Background: an optimization exercise with open tools, aiming at a short achievable clock period and few clock cycles per item. Do not read the settings as production practice. Power is estimated from default activity; no workload was simulated.

## run A
// cpu_datapath
module cpu_datapath(
    input clk,
    input rst,
    input [31:0] instruction,
    input i_mem_resp,
    input d_mem_resp,
    input [31:0] d_rdata,
    output logic [31:0] pc,
    output logic i_read,
    output logic d_mem_read,
    output logic d_mem_write,
    output logic [31:0] d_mem_address,
    output logic [31:0] d_wdata,
    output logic [3:0] d_wmask
);
localparam logic [6:0] OP_LUI   = 7'b0110111;
localparam logic [6:0] OP_AUIPC = 7'b0010111;
localparam logic [6:0] OP_JAL   = 7'b1101111;
localparam logic [6:0] OP_JALR  = 7'b1100111;
localparam logic [6:0] OP_BR    = 7'b1100011;
localparam logic [6:0] OP_LOAD  = 7'b0000011;
localparam logic [6:0] OP_STORE = 7'b0100011;
localparam logic [6:0] OP_IMM   = 7'b0010011;
localparam logic [6:0] OP_REG   = 7'b0110011;
assign i_read = 1'b1;
logic [31:0] f_pc;
logic        d_valid;
logic [31:0] d_instr;
logic [31:0] d_pc;
logic        d_redir_done;
logic [1:0]  fb_n;
logic [31:0] fb_i0, fb_i1, fb_p0, fb_p1;
logic [2:0]  fb_b0, fb_b1;       
logic [2:0]  d_bp;
logic        e_valid;
logic [31:0] e_rs1v, e_rs2v, e_imm, e_pre, e_fix;
logic        e_fa_m, e_fa_w, e_fb_m, e_fb_w;
logic        e_b_imm;
logic        e_op_add, e_op_sub, e_op_sll, e_op_slt, e_op_sltu, e_op_xor;
logic        e_op_sr, e_op_or, e_op_and, e_op_pre, e_sra;
logic        e_br, e_pred, e_jalr, e_load, e_store, e_wen;
logic        e_isbr, e_isjal;
logic [2:0]  e_bp;
logic [31:0] e_pc, e_btgt;
logic        e_c_eq, e_c_lts, e_c_ltu, e_c_inv;
logic [2:0]  e_f3;
logic [4:0]  e_rd;
logic        m_read, m_write, m_wen;
logic [31:0] m_res, m_wdata;
logic [3:0]  m_wmask;
logic [2:0]  m_f3;
  ...
For scale: roughly 170 I/O pins, about 95000 um2 of cells after synthesis.
make LEC_CHECK=0 CAP_MARGIN=20 CORE_MARGIN=2 CORE_UTILIZATION=55 PLACE_DENSITY=0.65 SETUP_SLACK_MARGIN=5 SLEW_MARGIN=20 finish   # period 10.0 ns
run.sh (not shown) runs the stock make flow with config.mk's settings and CLKGATE_MAP_FILE= SYNTH_SCRIPT=/design/flow/synth_recipe.tcl, a recipe that flattens the netlist after the stock synthesis.
Run A did not stop at any stage, and its layout met the timing, design-rule and antenna checks.
Input-level comparison between run K and run A:
# run A
export LEC_CHECK = 0
export CAP_MARGIN = 20
export CORE_MARGIN = 2
export CORE_UTILIZATION = 55
export PLACE_DENSITY = 0.65
export SETUP_SLACK_MARGIN = 5
export SLEW_MARGIN = 20
create_clock -name core_clock -period 10.0 [get_ports {clk}]
# run K
export LEC_CHECK = 0
export CAP_MARGIN = 20
export CORE_MARGIN = 2
export CORE_UTILIZATION = 55
export PLACE_DENSITY = 0.65
export SLEW_MARGIN = 20
export TNS_END_PERCENT = 20
create_clock -name core_clock -period 10.0 [get_ports {clk}]
==> flow/flow/run.sh (new file) <==
#!/bin/bash
# Standard layout, with repair_timing aiming well past the clock period
# (setup margin 6.5 ns); the clock and constraints are unchanged.
set -euo pipefail
bash standard.sh SETUP_SLACK_MARGIN=6.5 finish > standard_flow.log 2>&1
==> flow/standard.sh (new file) <==
#!/bin/bash
# synth_recipe.tcl (not shown) runs the flow's synth.tcl, then flattens the netlist and writes it again
# the make line also repeats each setting of config.mk as NAME=value (left out here)
make -C /OpenROAD-flow-scripts/flow DESIGN_CONFIG=/design/flow/config.mk WORK_HOME=/design/flow/orfs CLKGATE_MAP_FILE= SYNTH_SCRIPT=/design/flow/synth_recipe.tcl "${@:-finish}"
removed: flow/run.sh
- The final layout from run A, which completed every stage, passed the timing, design-rule and antenna checks at the end of the flow.
- Both conditions hold for run K: the flow ran to the end and the final layout passed the timing, design-rule and antenna checks.
- Number of cell instances on the worst register-to-register path delta for run K relative to run A: 2 higher
- On run K: net load switching power is 9.6% higher than what run A gave.
- Higher first-pass GRT wire length among run A and run K: run K
- Sequential share of layout area ends up higher on run A.
- Run K vs run A: clock distribution area overhead in the final layout down in run K
- Run K vs. run A: final design area excluding fillers picked up an extra about 6%, logic gate share of total power went up by 5.9 points.
- | met2 layer usage reported by global route | run K vs run A | 2.1 points lower |
- Delta (run K minus run A): total number of cells along the worst setup path picked up an extra 2, highest net fanout along the worst path down 41, cell count picked up an extra 3.7%.
No run of this note included a check of the RTL's function; only the layout flow was run.

==> static timing again, ports no longer ideal <==
In the flow no input, the clock included, has a driving cell. The finished layouts below were timed again as built, in two steps.
Step 1, drivers: a clkbuf_16 drives clk and a buf_2 each remaining input, both assumed.
Step 2 moves the port delays by t, midway between the first and last clock arrival at a register: inputs arrive t later, outputs are due t later. That takes back most of the time a late clock gives input paths.
a / b / c = no drivers / after step 1 / after step 2; a / b = the first two.
| run | shift t [ns] | setup WS [ns] | worst setup path after step 2 | worst data-port slew with drivers (ns) | pins driven straight from the clock port |
|---|---|---|---|---|---|
| run A | 0.922 | 4.981 / 4.981 / 4.511 | input to register | 0.15 | 1 |
| run K | 0.954 | 5.494 / 5.494 / 5.127 | input to register | 0.16 | 1 |
After both steps setup and hold are still met in every run listed. For run A, which loses most, drivers alone change the setup slack by 0.000 ns; drivers and shift together by -0.470 ns.
